Context: an optimization exercise on an open-source flow, tuned for small area, a short achievable clock period and few clock cycles. The choices shown serve that exercise and are no tape-out recipe.
The RTL was checked by simulation tests, not by an equivalence proof against the original design.

==> flow/design.v, too long to show whole: its modules and the start of the top module <==
// module CHIP: 257 lines
// module mul_csa: 976 lines
// module riscv_sys: 27 lines
module riscv_sys (
    input          i_clk,
    input          i_rst_n,
    input  [31:0]  i_IMEM_data,
    output [31:0]  o_IMEM_addr,
    output         o_mem_cen,
    output         o_mem_wen,
    output [31:0]  o_mem_addr,
    output [127:0] o_mem_wdata,
    input  [127:0] i_mem_rdata,
    input          i_mem_stall,
    output         o_finish
);
  // ...
==> flow/flow/run.sh <==
#!/bin/bash
# The standard ORFS layout (standard.sh, unchanged synthesis) with two
# changes to how it is made: the port buffers buffer_ports inserts are
# buf_2 cells (every port still gets its buffer), and timing repair is asked
# to leave 18.5 ns of setup slack at the 25 ns clock, so that the layout is
# made for the shortest period it can reach. The full output of the make
# run goes to make_finish.log here; ORFS's own logs stay under orfs/logs.
set -uo pipefail
export BUFFER_PORTS_ARGS="-buffer_cell sky130_fd_sc_hd__buf_2"
bash standard.sh SETUP_SLACK_MARGIN=18.5 finish > make_finish.log 2>&1
status=$?
tail -n 20 make_finish.log
exit $status
==> flow/standard.sh <==
#!/bin/bash
# synth_recipe.tcl (not shown) runs the flow's synth.tcl, then flattens the netlist and writes it again
# the make line also repeats each setting of config.mk as NAME=value (left out here)
make -C /OpenROAD-flow-scripts/flow DESIGN_CONFIG=/design/flow/config.mk WORK_HOME=/design/flow/orfs CLKGATE_MAP_FILE= SYNTH_SCRIPT=/design/flow/synth_recipe.tcl "${@:-finish}"
==> flow/config.mk <==
export PLATFORM = sky130hd
export DESIGN_NAME = riscv_sys
export DESIGN_NICKNAME = riscv_sys
export VERILOG_FILES = /design/flow/design.v
export SDC_FILE = /design/flow/constraint.sdc
export NUM_CORES = 8
export LEC_CHECK = 0
export CAP_MARGIN = 40
export CORE_MARGIN = 2
export CORE_UTILIZATION = 40
export PLACE_DENSITY = 0.5
export SLEW_MARGIN = 40
==> flow/constraint.sdc <==
create_clock -name core_clock -period 25.0 [get_ports {i_clk}]
set_input_delay 5.0000 -clock core_clock [delete_from_list [all_inputs] [get_ports {i_clk}]]
set_output_delay 5.0000 -clock core_clock [all_outputs]
set_load 0.01 [all_outputs]
==> reports/qor.csv, run 1 <==
stage,metric,value,unit
critical_path,cp.required,20.00,ns
die,fp-row-count,171,
sta,timing.hold.ws,0.455,ns
flow_run,maxCapViolations,0,
critical_path,path_buf_inv,1,
critical_path,crit_start,u_chip.ltag[4]$_DFFE_PP_,
logic_synthesis,ys_seq_area_share,49.3,%
run_status,status,no timing/DRC/antenna violations,
route,dr.first_iter.drc_count,12600,
logic_synthesis,synth_top_area_share,46.5,%
cts,clock_path_buffers,3,
cells_and_area,buffers,755,
logic_synthesis,async_flop_share,2.75,%
logic_synthesis,synth_mux_area_share,4.69,%
grt,grt-busiest-layer,met2,
cells_and_area,fillCellCount,19800,
cells_and_area,inverters,624,
cells_and_area,multi_input_cells,4682,
sta,max_freq,0.152,GHz
route,vias,72200,
cells_and_area,largest_reg_flops,992,
die,die_h,470,um
cells_and_area,largestRegisters,"u_chip.g_rf.r: 992 flops, u_chip.line: 128 flops",
critical_path,path_class,flop to output port,
cells_and_area,nets,8475,
cells_and_area,final_layout_size_suffix_gt1_share,18.9,%
critical_path,crit_family,flip-flops,
grt,gr-usage-met2,55.9,%
cts,clkLatencyLatePin,0.86,ns
logic_synthesis,synth_edf_count,1347,
sta,rsz0062_at_grt,yes,
grt,grt_usage,37.2,%
critical_path,r2r_setup_slack,18.49,ns
route,first_pass_iters,10,
critical_path,endpoint,o_mem_addr[8],
placement,dp.cells,10300,
sta,worst_clock_skew,0.0613,ns
Testbench counts, summed over its fixed seeds: cycles 89,926.
==> module CHIP, before the edit <==
module CHIP (
    input          i_clk,
    input          i_rst_n,
    input  [31:0]  i_IMEM_data,
    output [31:0]  o_IMEM_addr,
    output         o_mem_cen,
    output         o_mem_wen,
    output [31:0]  o_mem_addr,
    output [127:0] o_mem_wdata,
    input  [127:0] i_mem_rdata,
    input          i_mem_stall,
    output         o_finish
);
    reg  [31:2] fpc;             
    reg  [31:0] ir;              
    reg  [31:2] xpc;             
    reg         xpred;           
    reg         xv;              
    reg  [31:0] ms, mc;          
    reg  [27:0] ltag;            
    reg         lval, ldirty;
    reg  [127:0] line;
    reg         mcen, mwen;      
    reg         fin;
    assign o_IMEM_addr = {fpc, 2'b00};
    assign o_mem_cen   = mcen;
    assign o_mem_wen   = mwen;
    assign o_mem_addr  = {ltag, 4'b0000};
    assign o_mem_wdata = line;
    assign o_finish    = fin;
    wire [2:0] f3  = ir[14:12];
    wire [4:0] rs1 = ir[19:15];
    wire [4:0] rs2 = ir[24:20];
    wire [4:0] rd  = ir[11:7];
    wire op_jmp  =  ir[6] &  ir[2];                        
    wire op_jal  =  ir[6] &  ir[3];
    wire op_jalr =  ir[6] & ~ir[3] & ir[2];
    wire op_br   =  ir[6] & ~ir[4] & ~ir[2];
    wire op_sys  =  ir[6] &  ir[4];
    wire op_ld   = ~ir[6] & ~ir[5] & ~ir[4];
    wire op_st   = ~ir[6] &  ir[5] & ~ir[4];
    wire op_mem  = ~ir[6] & ~ir[4];
    wire op_r    = ~ir[6] &  ir[5] &  ir[4];
    wire op_i    = ~ir[6] & ~ir[5] &  ir[4] & ~ir[2];
    wire op_aui  = ~ir[6] &  ir[4] &  ir[2];
    wire op_mul  =  op_r & ir[25];
    wire op_wr   = ~(op_st | op_br | op_sys);
    wire [31:0] rfq [0:31];
    wire        rf_we;
    wire [4:0]  rf_wa;
    wire [31:0] rf_wd;
    reg  [31:0] wd;
    reg         rst_q;           
    reg  [4:0]  ini;             
    always @(posedge i_clk) begin
        rst_q <= i_rst_n;
        ini   <= ini + 5'd1;
    end
    wire        we_all = rf_we | ~rst_q;
    wire [4:0]  wa_all = rst_q ? rf_wa : ini;
    wire [31:0] wd_all = rst_q ? rf_wd :
                         (ini == 5'd2) ? 32'hbffffff0 : (ini == 5'd3) ? 32'h10008000 : 32'd0;
    assign rfq[0] = 32'd0;
    genvar g;
    generate for (g = 1; g < 32; g = g + 1) begin : g_rf
        reg [31:0] r;
        always @(posedge i_clk)
            if (we_all && wa_all == g) r <= wd_all;
        assign rfq[g] = r;
    end endgenerate
    reg  [31:1] oh1, oh2;
    reg  [31:0] r1, r2;
    integer k;
    always @(*) begin
        r1 = 32'd0;
        r2 = 32'd0;
        for (k = 1; k < 32; k = k + 1) begin
            r1 = r1 | ({32{oh1[k]}} & rfq[k]);
            r2 = r2 | ({32{oh2[k]}} & rfq[k]);
        end
    end
    wire [31:0] imm_i = {{20{ir[31]}}, ir[31:20]};
    wire [31:0] imm_s = {{20{ir[31]}}, ir[31:25], ir[11:7]};
    wire        b_reg = ir[5] & (ir[4] | (ir[6] & ~ir[2]));   
    wire [31:0] bv    = b_reg ? r2 : (op_st ? imm_s : imm_i);
    wire        sub   = (op_r & ir[30]) | op_br | (op_i & f3 == 3'b010);
    wire [32:0] sum_c = {r1, 1'b1} + {bv ^ {32{sub}}, sub};
    wire [31:0] sum   = sum_c[32:1];
    wire        lt    = (r1[31] ^ bv[31]) ? r1[31] : sum[31];
    wire        eq    = r1 == r2;
    wire [31:0] sh_in, sh_out;
    wire [31:0] sh_r = $signed({f3[2] & r1[31], sh_in}) >>> rs2;
    generate for (g = 0; g < 32; g = g + 1) begin : g_rev
        assign sh_in[g]  = f3[2] ? r1[g] : r1[31-g];
        assign sh_out[g] = f3[2] ? sh_r[g] : sh_r[31-g];
    end endgenerate
    reg [31:0] alu;
    always @(*)
        case (f3)
            3'b000:         alu = sum;
            3'b001, 3'b101: alu = sh_out;
            3'b010:         alu = {31'd0, lt};
            3'b100:         alu = r1 ^ bv;
            3'b110:         alu = r1 | bv;
            default:        alu = r1 & bv;
        endcase
    reg  [31:0] ma, mb;
    reg         pm, pm1;         
    reg  [4:0]  pmrd;            
    wire [31:0] ts, tc;
    wire        mul_go;
    mul_csa u_mul (.a(ma), .b(mb), .ts(ts), .tc(tc));
    always @(posedge i_clk) begin
        if (mul_go) begin
            ma   <= r1;
            mb   <= r2;
            pmrd <= rd;
        end
        ms <= ts;
        mc <= tc;
    end
    wire [31:0] mul_res = ms + mc;
    wire [31:2] imm_t = op_br  ? {{19{ir[31]}}, ir[31], ir[7], ir[30:25], ir[11:9]} :
                        op_jal ? {{11{ir[31]}}, ir[31], ir[19:12], ir[20], ir[30:22]} :
                                 {ir[31:12], 10'd0};
    wire [31:2] tgt   = xpc + imm_t;
    wire [31:2] xpc1  = xpc + 30'd1;
    wire        taken = op_br & (f3[2] ? (lt ^ f3[0]) : (eq ^ f3[0]));
    reg         pl, ps;          
    reg  [4:0]  prd;             
    reg  [1:0]  pwi;             
    wire [31:0] kt = {ltag, 4'd0};
    wire [4:0]  lo4 = {1'b0, r1[3:0]} + {1'b0, bv[3:0]};
    wire [31:4] ec;              
    assign ec[4] = lo4[4];
    generate for (g = 5; g < 32; g = g + 1) begin : g_ec
        assign ec[g] = (r1[g-1] & bv[g-1]) | ((r1[g-1] | bv[g-1]) & ~kt[g-1]);
    end endgenerate
    wire        hit      = lval & ((r1[31:4] ^ bv[31:4] ^ kt[31:4]) == ec[31:4]);
    wire        mem_done = mcen & ~i_mem_stall;
    wire        rd_act   = mcen & ~mwen;
    wire        rd_done  = mem_done & ~mwen;
    wire        wb_done  = mem_done & mwen;
    wire        xw_raw   = xv & op_wr & ~op_mem & ~op_mul & ~dep_hz & (rd != 5'd0);
    wire        lwb      = pl & lval & ~xw_raw;
    wire        mwb      = pm & pm1 & ~xw_raw & ~lwb;
    wire        can_rd   = (~mcen & ~ldirty) | wb_done;
    wire        mem_go   = xv & op_mem & ~dep_hz & ~(op_ld & (bwb_want)) & (hit | can_rd);
    wire        start_rd = mem_go & ~hit;
    wire        ld_go    = mem_go & op_ld;
    wire        st_go    = mem_go & op_st;
    wire        dirty_n  = (st_go & hit) | (ldirty & ~wb_done) | (rd_done & ps);
    reg  [31:0] lwb_data;
    always @(*) begin
        case (pwi)
            2'd0: lwb_data = line[31:0];
            2'd1: lwb_data = line[63:32];
            2'd2: lwb_data = line[95:64];
            default: lwb_data = line[127:96];
        endcase
    end
    generate for (g = 0; g < 4; g = g + 1) begin : g_line
        wire st_here = st_go && sum[3:2] == g;
        wire keep    = ps && pwi == g;
        always @(posedge i_clk)
            if (st_here) line[32*g +: 32] <= r2;
            else if (rd_act && !keep) line[32*g +: 32] <= i_mem_rdata[32*g +: 32];
    end endgenerate
    always @(posedge i_clk) begin
        if (start_rd) ltag <= sum[31:4];
        if (start_rd | ld_go) begin
            pwi  <= sum[3:2];
            prd  <= rd;
        end
    end
    always @(posedge i_clk or negedge i_rst_n)
        if (!i_rst_n) begin
            lval   <= 1'b0;
            ldirty <= 1'b0;
            mcen   <= 1'b0;
            mwen   <= 1'b0;
            pl     <= 1'b0;
            ps     <= 1'b0;
            fin    <= 1'b0;
        end else begin
            if (start_rd) lval <= 1'b0;
            else if (rd_done) lval <= 1'b1;
            ldirty <= dirty_n;
            if (start_rd) ps <= op_st;
            else if (rd_done) ps <= 1'b0;
            if (start_rd | ld_go) pl <= op_ld & (rd != 5'd0);
            else if (lwb) pl <= 1'b0;
            if (~mcen | mem_done) begin
                if (start_rd) begin
                    mcen <= 1'b1;
                    mwen <= 1'b0;
                end else begin
                    mcen <= dirty_n;
                    mwen <= 1'b1;
                end
            end
            fin <= xv & op_sys & ~pl & ~pm & ((~mcen & ~ldirty) | wb_done);
        end
    wire [31:0] fi      = i_IMEM_data;
    wire [31:2] fpc_inc = fpc + 30'd1;
    wire [8:0]  f_bs    = {1'b0, fpc[9:2]} + {2'b01, fi[28:25], fi[11:9]};
    wire        f_pred  = fi[6] & ~fi[4] & ~fi[2] & fi[31] & fi[7] & fi[30] & fi[29] &
                          f_bs[8] & ~(&fpc[9:2]);
    wire [9:2]  f_lo    = f_bs[7:0];
    wire use1  = ~(op_jal | op_aui | op_sys);
    wire use2  = b_reg | op_st;
    wire pl_hz = pl & ((use1 & rs1 == prd) | (use2 & rs2 == prd) | (op_wr & rd == prd));
    wire pm_hz = pm & ((use1 & rs1 == pmrd) | (use2 & rs2 == pmrd) | (op_wr & rd == pmrd));
    wire dep_hz = pl_hz | pm_hz;
    wire bwb_want = (pl & lval) | (pm & pm1);    
    wire hz    = dep_hz | (op_ld & bwb_want) | (op_mul & pm);
    assign mul_go = xv & op_mul & ~hz & (rd != 5'd0);
    wire stall = xv & ((op_mem & ~mem_go) | op_sys | hz);
    wire redirect = xv & (op_jmp | (op_br & (taken ^ xpred)));
    wire x_we  = xv & op_wr & (rd != 5'd0) & ~op_mul & ~hz & ~op_mem;
    assign rf_we  = x_we | lwb | mwb;
    assign rf_wa  = lwb ? prd : mwb ? pmrd : rd;
    assign rf_wd  = lwb ? lwb_data : mwb ? mul_res : wd;
    always @(*) begin
        if (op_jmp)  wd = {xpc1, 2'b00};
        else if (op_aui)  wd = {tgt, 2'b00};
        else              wd = alu;
    end
    always @(posedge i_clk or negedge i_rst_n)
        if (!i_rst_n) begin
            fpc <= 30'h00004000;
            xv  <= 1'b0;
            pm  <= 1'b0;
            pm1 <= 1'b0;
        end else begin
            if (mul_go) pm <= 1'b1;
            else if (mwb) pm <= 1'b0;
            pm1 <= pm & ~mul_go & ~mwb;
            if (!stall) begin
                if (redirect) begin
                    fpc <= op_jalr ? sum[31:2] : (op_br & xpred) ? xpc1 : tgt;
                    xv  <= 1'b0;
                end else begin
                    fpc <= {fpc_inc[31:10], f_pred ? f_lo : fpc_inc[9:2]};
                    xv  <= 1'b1;
                end
            end
        end
    always @(posedge i_clk)
        if (!stall) begin
            ir    <= i_IMEM_data;
            oh1   <= 31'h7fffffff & (32'd1 << i_IMEM_data[19:15]) >> 1;
            oh2   <= 31'h7fffffff & (32'd1 << i_IMEM_data[24:20]) >> 1;
            xpc   <= fpc;
            xpred <= f_pred;
        end
endmodule
==> run 2: changes to the inputs <==
--- a/flow/design.v
+++ b/flow/design.v
@@ -120,11 +120,10 @@
         mc <= tc;
     end
     wire [31:0] mul_res = ms + mc;
-    wire [31:2] imm_t = op_br  ? {{19{ir[31]}}, ir[31], ir[7], ir[30:25], ir[11:9]} :
+    wire [31:2] imm_t = op_br  ? (xpred ? 30'd1 : {{19{ir[31]}}, ir[31], ir[7], ir[30:25], ir[11:9]}) :
                         op_jal ? {{11{ir[31]}}, ir[31], ir[19:12], ir[20], ir[30:22]} :
                                  {ir[31:12], 10'd0};
     wire [31:2] tgt   = xpc + imm_t;
-    wire [31:2] xpc1  = xpc + 30'd1;
     wire        taken = op_br & (f3[2] ? (lt ^ f3[0]) : (eq ^ f3[0]));
     reg         pl, ps;          
     reg  [4:0]  prd;             
@@ -145,7 +144,7 @@
     wire        lwb      = pl & lval & ~xw_raw;
     wire        mwb      = pm & pm1 & ~xw_raw & ~lwb;
     wire        can_rd   = (~mcen & ~ldirty) | wb_done;
-    wire        mem_go   = xv & op_mem & ~dep_hz & ~(op_ld & (bwb_want)) & (hit | can_rd);
+    wire        mem_go   = xv & op_mem & ~dep_hz & (hit | can_rd);
     wire        start_rd = mem_go & ~hit;
     wire        ld_go    = mem_go & op_ld;
     wire        st_go    = mem_go & op_st;
@@ -212,8 +211,7 @@
     wire pl_hz = pl & ((use1 & rs1 == prd) | (use2 & rs2 == prd) | (op_wr & rd == prd));
     wire pm_hz = pm & ((use1 & rs1 == pmrd) | (use2 & rs2 == pmrd) | (op_wr & rd == pmrd));
     wire dep_hz = pl_hz | pm_hz;
-    wire bwb_want = (pl & lval) | (pm & pm1);    
-    wire hz    = dep_hz | (op_ld & bwb_want) | (op_mul & pm);
+    wire hz    = dep_hz | (op_mul & pm);
     assign mul_go = xv & op_mul & ~hz & (rd != 5'd0);
     wire stall = xv & ((op_mem & ~mem_go) | op_sys | hz);
     wire redirect = xv & (op_jmp | (op_br & (taken ^ xpred)));
@@ -222,7 +220,7 @@
     assign rf_wa  = lwb ? prd : mwb ? pmrd : rd;
     assign rf_wd  = lwb ? lwb_data : mwb ? mul_res : wd;
     always @(*) begin
-        if (op_jmp)  wd = {xpc1, 2'b00};
+        if (op_jmp)       wd = {fpc, 2'b00};      
         else if (op_aui)  wd = {tgt, 2'b00};
         else              wd = alu;
     end
@@ -238,7 +236,7 @@
             pm1 <= pm & ~mul_go & ~mwb;
             if (!stall) begin
                 if (redirect) begin
-                    fpc <= op_jalr ? sum[31:2] : (op_br & xpred) ? xpc1 : tgt;
+                    fpc <= op_jalr ? sum[31:2] : tgt;
                     xv  <= 1'b0;
                 end else begin
                     fpc <= {fpc_inc[31:10], f_pred ? f_lo : fpc_inc[9:2]};
--- a/flow/config.mk
+++ b/flow/config.mk
@@ -8,5 +8,7 @@
 export CAP_MARGIN = 40
 export CORE_MARGIN = 2
 export CORE_UTILIZATION = 40
-export PLACE_DENSITY = 0.5
+export CTS_CLUSTER_DIAMETER = 80
+export CTS_CLUSTER_SIZE = 24
+export PLACE_DENSITY = 0.6
 export SLEW_MARGIN = 40
==> run 2 against run 1 <==
Effect of this change:
- critical path depth unchanged
- non-clock buffer count decreased by 8
- register-to-register slack improved by 0.02 ns
- cell count decreased by 2.5%
- wire length decreased by 2.3%
- synthesized cell count decreased by 1.4%
- sequential cell count unchanged
- largest cell class unchanged
- highest routed layer unchanged
==> reports/qor.csv, run 2 <==
stage,metric,value,unit,change
min_path,hold_path.class,flop to flop,,unchanged
cts,path_clk_slew,0.09,ns,was 0.06 ns
logic_synthesis,ys_top_cells_by_area,"edfxtp_1 47%, fa_1 10%, a22oi_1 6.4%",,"was edfxtp_1 47%, fa_1 10%, a22oi_1 6.6%"
route,wirelength,413000,um,was 423000 um
grt,gr-usage-met2,52.5,%,was 55.9%
grt,grt-busiest-layer,met2,,unchanged
route,drc_errors,0,,unchanged
placement,routabilityCongestion,0.986,,was 1.02
logic_synthesis,syn-instance-count,7149,,was 7254
grt,antenna_found_initial,39,,was 36
grt,grt_first_pass_wirelength,558000,um,was 573000 um
logic_synthesis,synth_edf_count,1347,,unchanged
sta,drv_slew,0,,unchanged
logic_synthesis,post-synth-top-count-cell,edfxtp_1,,unchanged
route,dr.first_iter.drc_count,13900,,was 12.6k
placement,hpwl,254000,um,was 260000 um
critical_path,endpoint_kind,output port,,unchanged
cells_and_area,largestRegisters,"u_chip.g_rf.r: 992 flops, u_chip.line: 128 flops",,unchanged
logic_synthesis,ys_top_cells_by_count,"1347 x edfxtp_1, 738 x a22oi_1, 610 x inv_1",,"was 1347 x edfxtp_1, 768 x a22oi_1, 617 x inv_1"
cells_and_area,fillCellCount,19500,,was 19.8k
cells_and_area,nets,8294,,was 8475
cells_and_area,final_area,97300,um2,was 101000 um2
grt,grt_max_degree,84,,was 71
sta,max_slew_margin,29.3,%,was 29.2%
critical_path,path_buf_inv,1,,unchanged
critical_path,cp.required,20.00,ns,about the same
die,die_h,468,um,was 470 um
route,ant_nets,0,,unchanged
cells_and_area,final_cell_mix,"1347 x edfxtp_1, 737 x a22oi_1, 608 x inv_1",,"was 1347 x edfxtp_1, 766 x a22oi_1, 615 x inv_1"
route,viasPerCell,6.92,,was 6.75
sta,setup_viol,0,,unchanged
critical_path,slowest_stage,edfxtp_1,,unchanged
route,vias,72100,,was 72.2k
grt,grt_usage,36.7,%,was 37.2%
cts,numCtsBuffers,90,,was 163
logic_synthesis,yosys.area.top_type,edfxtp_1,,unchanged
logic_synthesis,synth_flop_cell,edfxtp_1,,unchanged
sta,hold_violations,0,,unchanged
grt,grtUsageMet1,45.2,%,was 46.4%
die,num_io_pins,358,,unchanged
placement,numPortBuffers,349,,unchanged
sta,rsz0062_at_grt,yes,,unchanged
critical_path,r2r_setup_slack,18.51,ns,was 18.49 ns
cells_and_area,top_register,u_chip.g_rf.r,,unchanged
run_status,status,no timing/DRC/antenna violations,,unchanged
cts,clkLatencyLatePin,0.82,ns,was 0.86 ns
logic_synthesis,ys_seq_area_share,49.7,%,was 49.3%
logic_synthesis,yosys.area_share.simple,10.1,%,was 10.3%
min_path,hold_depth,1,,unchanged
die,die_width,468,um,was 470 um
logic_synthesis,synth_area,86200,um2,was 86900 um2
cts,h-tree-depth,3,,was 4
logic_synthesis,syn-mean-instance-area,12.1,um2,was 12.0 um2
grt,gr-total-overflow,0,,unchanged
critical_path,setup.worst_path.start_class,flop,,unchanged
grt,met3_usage,14.6,%,was 12.2%
cts,ctsHoldBuffers,0,,unchanged
cells_and_area,areaGrowthSynthToFinish,12.9,%,was 16.4%
cts,cts_tree,yes,,unchanged
die,dieArea,219000,um2,was 221000 um2
critical_path,crit_family,flip-flops,,unchanged
sta,max_freq,0.152,GHz,about the same
critical_path,cp_slowest_stage_delay,0.59,ns,was 0.54 ns
sta,finalCritPeriodShare,26.3,%,was 26.4%
critical_path,cp.depth,1,,unchanged
logic_synthesis,synth_fa_ha_area_share,12.9,%,was 12.8%
grt,grt_pass1_vias,68400,,was 69.2k
sta,min_period,6.58,ns,was 6.59 ns
route,wl_per_cell,39.7,um,was 39.6 um
placement,postPlaceCellArea,92500,um2,was 93700 um2
cts,cts_sinks,1456,,unchanged
logic_synthesis,yosys_warnings,2,,unchanged
placement,dp.cells,10100,,was 10.3k
cells_and_area,final-instance-count-excl-fill,10400,,was 10.7k
flow_run,maxCapViolations,0,,unchanged
critical_path,arrival,1.58,ns,was 1.59 ns
sta,finalSetupTns,0,ns,unchanged
logic_synthesis,synth_top_area_share,46.9,%,was 46.5%
logic_synthesis,synth_mux_area_share,4.82,%,was 4.69%
cells_and_area,final_layout_size_suffix_gt1_share,18.0,%,was 18.9%
logic_synthesis,synth_top_family_by_area,compound AO/OA/AOI/OAI gates,,unchanged
sta,worst_clock_skew,0.0848,ns,was 0.0613 ns
die,fp-row-count,170,,was 171
logic_synthesis,yosys.cell_types.count,90,,was 92
critical_path,path_class,flop to output port,,unchanged
logic_synthesis,synth_xor_area_share,2.98,%,was 3.02%
sta,worst_pin_slew,1.06,ns,about the same
cells_and_area,largest_reg_flops,992,,unchanged
logic_synthesis,synth-seq-cells,1456,,unchanged
die,fp.coreArea,214000,um2,was 217000 um2
logic_synthesis,async_flop_share,2.75,%,unchanged
critical_path,reg2regPathDepth,23,,was 25
critical_path,cp_cell_sequence,buf_6,,was buf_2
cts,clock-root-buffer,clkbuf_16,,unchanged
critical_path,critPathMaxFanout,2,,unchanged
die,start_util,40.2,%,was 40.1%
sta,timing.hold.ws,0.463,ns,was 0.455 ns
logic_synthesis,synth-compound-area-share,14.2,%,was 14.7%
cts,clock_path_buffers,3,,unchanged
cells_and_area,final_common_cell,edfxtp_1,,unchanged
route,first_pass_iters,7,,was 10
run 2: changes by cell type in the layout (fill, tap and decap cells not counted), sizes merged, moves of 17 or more:
cell / previous run / this run
o21a: 42 / 14
xnor2: 157 / 175
nand4: 161 / 144
clkinv: 68 / 13
inv: 630 / 647
a22oi: 768 / 738
clkbuf: 208 / 96
xor2: 143 / 118
a22o: 76 / 96
run 2: cells by family after synthesis:
group	after synthesis
DFF	1456
adders and majority gates	629
muxes	294
and+or+nand+nor	1689
buffers and inverters	1111
other	1
xor gates and xnor gates	293
AOI/OAI and AO/OA	1676
run 2: area by class of cell:
cell class | instances | area [um2] | share of cell area [%]
Sequential cell | 1456 | 42900 | 44.0
Timing Repair Buffer | 747 | 5440 | 5.59
Antenna cell | 27 | 67.6 | 0.0694
Inverter | 617 | 2330 | 2.40
Tap cell | 2838 | 3550 | 3.65
Clock buffer | 94 | 2290 | 2.35
Clock inverter | 53 | 803 | 0.825
Multi-Input combinational cell | 4590 | 40000 | 41.1
run 2: final timing paths:
path | start | end
setup / recovery | u_chip.line[110]$_DFFE_PP_ | o_mem_wdata[110]
hold / removal | u_chip.ini[0]$_DFF_P_ | u_chip.ini[0]$_DFF_P_
setup reg to reg | u_chip.oh2[12]$_SDFFCE_PP0N_ | u_chip.g_rf[3].r[30]$_DFFE_PP_
hold reg to reg | u_chip.ini[0]$_DFF_P_ | u_chip.ini[0]$_DFF_P_
max in group asynchronous | i_rst_n | u_chip.fpc[12]$_DFFE_PN0N_
min in group asynchronous | i_rst_n | u_chip.fpc[24]$_DFFE_PN0N_
run 2: what timing repair did:
item | CTS | global route
cloned | 2 | 3
pin swaps | 20 | 28
setup buffers | 66 | 22
resized for setup | 124 | 82
endpoints found under the setup margin | 1348 | 1025
run 2: routing by layer:
layer | share of wire (%) | routed length [um] | up-vias
met5 | 0.023 | 96 | -
met3 | 16 | 64700 | 1976
met4 | 8.9 | 36900 | 12
li1 | - | - | 27300
met2 | 41 | 169000 | 7009
met1 | 34 | 142000 | 35800
run 2: through the flow:
step | util (%) | worst slack [ns]
after floorplan | - | 18.03
after global placement | 42.9 | 16.95
after detailed placement | 43.1 | 17.18
after CTS | 45.0 | 18.41
after global routing | 45.4 | 18.42
final | 45.4 | 18.42
Testbench counts of run 2, summed over its fixed seeds: cycles 88,284.
==> run 3: changes to the inputs <==
--- a/flow/design.v
+++ b/flow/design.v
@@ -51,21 +51,17 @@
     wire [31:0] rf_wd;
     reg  [31:0] wd;
     reg         rst_q;           
-    reg  [4:0]  ini;             
-    always @(posedge i_clk) begin
+    always @(posedge i_clk)
         rst_q <= i_rst_n;
-        ini   <= ini + 5'd1;
-    end
-    wire        we_all = rf_we | ~rst_q;
-    wire [4:0]  wa_all = rst_q ? rf_wa : ini;
-    wire [31:0] wd_all = rst_q ? rf_wd :
-                         (ini == 5'd2) ? 32'hbffffff0 : (ini == 5'd3) ? 32'h10008000 : 32'd0;
+    wire [31:0] wd_all = rf_wd & {32{rst_q}};
     assign rfq[0] = 32'd0;
     genvar g;
     generate for (g = 1; g < 32; g = g + 1) begin : g_rf
         reg [31:0] r;
+        wire [31:0] d = (g == 2) ? (rst_q ? rf_wd : 32'hbffffff0) :
+                        (g == 3) ? (rst_q ? rf_wd : 32'h10008000) : wd_all;
         always @(posedge i_clk)
-            if (we_all && wa_all == g) r <= wd_all;
+            if ((rf_we && rf_wa == g) || !rst_q) r <= d;
         assign rfq[g] = r;
     end endgenerate
     reg  [31:1] oh1, oh2;
==> run 3 against run 2 <==
Effect of this change:
- hold slack better by 0.097 ns
- global-route usage is 0.78 points higher
- highest routed layer unchanged
- critical path depth is 19 higher
- non-clock buffer count is 27 higher
- maximum frequency fell by 0.75%
- first-iteration DRC count rose by 5.4%
==> reports/qor.csv, run 3 <==
stage,metric,value,unit,change
run_status,status,no timing/DRC/antenna violations,,unchanged
logic_synthesis,synth_flop_cell,edfxtp_1,,unchanged
critical_path,reg2reg_to,u_chip.g_rf[19].r[28]$_DFFE_PP_,,was u_chip.g_rf[3].r[30]$_DFFE_PP_
critical_path,arrival,7.18,ns,was 1.58 ns
logic_synthesis,syn-instance-count,7183,,was 7149
sta,hold_violations,0,,unchanged
logic_synthesis,ys_seq_area_share,49.6,%,was 49.7%
cells_and_area,final_cell_mix,"1347 x edfxtp_1, 663 x a22oi_1, 616 x inv_1",,"was 1347 x edfxtp_1, 737 x a22oi_1, 608 x inv_1"
grt,grt_pass1_vias,68700,,was 68.4k
logic_synthesis,ys_top_cells_by_area,"edfxtp_1 47%, fa_1 10%, a22oi_1 5.8%",,"was edfxtp_1 47%, fa_1 10%, a22oi_1 6.4%"
cells_and_area,largestRegisters,"u_chip.g_rf.r: 992 flops, u_chip.line: 128 flops",,unchanged
critical_path,setup.worst_path.start_class,flop,,unchanged
cts,clock-root-buffer,clkbuf_16,,unchanged
route,first_pass_iters,12,,was 7
critical_path,timing.rr.start,u_chip.oh1[24]$_SDFFCE_PN0N_,,was u_chip.oh2[12]$_SDFFCE_PP0N_
grt,grt_first_pass_wirelength,566000,um,was 558000 um
route,drc_errors,0,,unchanged
sta,min_period,6.63,ns,was 6.58 ns
logic_synthesis,yosys.cell_types.count,90,,unchanged
logic_synthesis,synth_edf_count,1347,,unchanged
sta,rsz0062_at_grt,yes,,unchanged
placement,dp.cells,10200,,was 10.1k
placement,routabilityCongestion,1.02,,was 0.986
grt,gr-total-overflow,0,,unchanged
cts,cts_sinks,1451,,was 1456
logic_synthesis,synth_area,86200,um2,about the same
logic_synthesis,synth_top_area_share,46.9,%,about the same
logic_synthesis,ys_top_cells_by_count,"1347 x edfxtp_1, 665 x a22oi_1, 622 x inv_1",,"was 1347 x edfxtp_1, 738 x a22oi_1, 610 x inv_1"
logic_synthesis,syn-mean-instance-area,12.0,um2,was 12.1 um2
cells_and_area,final_common_cell,edfxtp_1,,unchanged
die,dieArea,219000,um2,about the same
critical_path,cp.required,25.54,ns,was 20.00 ns
logic_synthesis,yosys.area.top_type,edfxtp_1,,unchanged
route,vias,73100,,was 72.1k
min_path,hold_depth,0,,was 1
cts,numCtsBuffers,91,,was 90
cells_and_area,nets,8350,,was 8294
route,ant_nets,0,,unchanged
logic_synthesis,synth-seq-cells,1451,,was 1456
critical_path,path_class,flop to flop,,was flop to output port
grt,antenna_found_initial,37,,was 39
cts,h-tree-depth,3,,unchanged
critical_path,r2r_setup_slack,18.37,ns,was 18.51 ns
grt,grt_usage,37.5,%,was 36.7%
min_path,hp-start,u_chip.fpc[13]$_DFFE_PN0N_,,was u_chip.ini[0]$_DFF_P_
cells_and_area,areaGrowthSynthToFinish,14.1,%,was 12.9%
critical_path,reg2regPathDepth,20,,was 23
die,fp-row-count,170,,unchanged
sta,max_slew_margin,28.5,%,was 29.3%
placement,hpwl,267000,um,was 254000 um
flow_run,maxCapViolations,0,,unchanged
sta,finalCritPeriodShare,26.5,%,was 26.3%
cells_and_area,final_layout_size_suffix_gt1_share,18.4,%,was 18.0%
die,num_io_pins,358,,unchanged
sta,setup_viol,0,,unchanged
sta,worst_pin_slew,1.07,ns,was 1.06 ns
cts,path_clk_slew,0.09,ns,about the same
die,fp.coreArea,214000,um2,unchanged
logic_synthesis,yosys_warnings,2,,unchanged
min_path,hold_path.class,flop to flop,,unchanged
min_path,hold_end,u_chip.xpc[13]$_DFFE_PN_,,was u_chip.ini[0]$_DFF_P_
cts,clock_path_buffers,3,,unchanged
route,dr.first_iter.drc_count,14600,,was 13.9k
cts,cts_tree,yes,,unchanged
cells_and_area,final-instance-count-excl-fill,10500,,was 10.4k
sta,drv_slew,0,,unchanged
cells_and_area,largest_reg_flops,992,,unchanged
critical_path,critPathMaxFanout,29,,was 2
logic_synthesis,post-synth-top-count-cell,edfxtp_1,,unchanged
critical_path,endpoint_kind,flop,,was output port
sta,worst_clock_skew,0.0692,ns,was 0.0848 ns
grt,grt_max_degree,73,,was 84
route,wl_per_cell,40.5,um,was 39.7 um
die,die_h,468,um,about the same
cts,clkLatencyLatePin,0.83,ns,was 0.82 ns
cells_and_area,top_register,u_chip.g_rf.r,,unchanged
die,start_util,40.2,%,about the same
logic_synthesis,async_flop_share,2.76,%,was 2.75%
sta,max_freq,0.151,GHz,was 0.152 GHz
die,die_width,468,um,about the same
sta,finalSetupTns,0,ns,unchanged
route,viasPerCell,6.97,,was 6.92
route,wirelength,425000,um,was 413000 um
placement,numPortBuffers,349,,unchanged
-- run 3: layout make-up --
| type | instances | area (um2) |
|---|---|---|
| Clock buffer | 101 | 2390 |
| Multi-Input combinational cell | 4617 | 40700 |
| Timing Repair inverter | 2 | 22.5 |
| Clock inverter | 55 | 692 |
| Timing Repair Buffer | 774 | 5830 |
| Inverter | 623 | 2370 |
| Sequential cell | 1451 | 42800 |
| Fill cell | 19400 | 116000 |
| Antenna cell | 32 | 80.1 |
| Tap cell | 2838 | 3550 |
-- run 3: kinds of logic after synthesis --
group           synth area share, %
compound gates                 14.7
simple gates                   10.2
flops                          49.6
buf+inv                        5.20
fa+ha+maj                      12.9
xor+xnor                       2.81
mux                            4.64
other cells                 0.00435
-- run 3: metal layers --
metal | GRT usage, % | part of all wire, % | vias up
met4 | 27.1 | 9.7 | 20
li1 | - | - | 27500
met5 | 0 | 0.064 | -
met3 | 17.1 | 16 | 2123
met1 | 45.0 | 33 | 36200
met2 | 52.8 | 41 | 7328
-- run 3: how the worst max path moves through the flow --
stage | from | endpoint | depth (start not counted) | slack [ns]
after global placement | u_chip.oh2[25]$_SDFFCE_PN0N_ | u_chip.g_rf[23].r[30]$_DFFE_PP_ | 22 | 15.77
after floorplan | i_IMEM_data[9] | u_chip.fpc[9]$_DFFE_PN0N_ | 15 | 17.97
after CTS | i_mem_stall | u_chip.fpc[13]$_DFFE_PN0N_ | 14 | 18.44
final | u_chip.oh1[24]$_SDFFCE_PN0N_ | u_chip.g_rf[19].r[28]$_DFFE_PP_ | 20 | 18.37
after global routing | i_IMEM_data[9] | u_chip.fpc[2]$_DFFE_PN0N_ | 16 | 18.44
after detailed placement | i_mem_stall | u_chip.fpc[13]$_DFFE_PN0N_ | 13 | 16.38
-- run 3: repair_timing --
item,in CTS,in global routing
hold buffers,0,0
setup endpoints to repair,1311,1094
cloned,8,8
resized for setup,170,121
buffers inserted,52,33
pin swaps,28,31
-- run 3: metrics by stage --
step                instance area, um2  hold slack [ns]  utilization, %  setup slack, ns
floorplan                        86800            0.443               -            17.97
global placement                 92600            0.535            43.2            15.77
detailed placement               92900            0.536            43.3            16.38
CTS                              97300            0.561            45.4            18.44
global route                     98300            0.565            45.8            18.44
finish                           98400            0.560            45.9            18.37
-- run 3: critical path: stages, from the launching register on --
cell,delay (ns)
edfxtp_1,0.82
buf_4,0.53
a22o_1,0.30
a221oi_1,0.22
nand4_1,0.15
or3_1,0.41
buf_4,0.25
ha_2,0.46
and3_1,0.22
nand4_1,0.18
or2_2,0.38
a311oi_4,0.25
buf_4,0.21
o21ai_2,0.10
a21oi_2,0.31
o41ai_4,0.13
xnor2_2,0.25
a221oi_4,0.42
o221a_4,0.41
nor2_1,0.07
buf_4,0.25
Testbench counts of run 3, summed over its fixed seeds: cycles 88,284.

[port drivers added, routing unchanged]
Ports are ideal in the flow. The routed layouts listed here were re-timed in OpenROAD.
Step 1, drivers: a clkbuf_16 drives i_clk and a buf_2 each remaining input, both assumed.
Step 2 moves the port delays by t, midway between the first and last clock arrival at a register: inputs arrive t later, outputs are due t later. That takes back most of the time a late clock gives input paths.
Three values: ideal, step 1, step 2; two values: the first two.
run | t (ns) | setup WS [ns] | hold slack, ns | latest minus earliest clock arrival (ns) | slew at the worst register clock pin (ns)
run 1 | 0.918 | 18.410 / 18.322 / 17.626 | 0.455 / 0.455 / 0.455 | 0.061 / 0.061 | 0.07 / 0.07
run 2 | 0.871 | 18.418 / 18.328 / 17.723 | 0.463 / 0.463 / 0.463 | 0.085 / 0.085 | 0.10 / 0.10
run 3 | 0.883 | 18.368 / 18.368 / 17.548 | 0.560 / 0.560 / 0.560 | 0.069 / 0.069 | 0.11 / 0.11
After both steps every run listed still meets setup and hold. The setup slack of run 3, which loses most, moves by 0.000 ns with the drivers and by -0.820 ns with both steps.
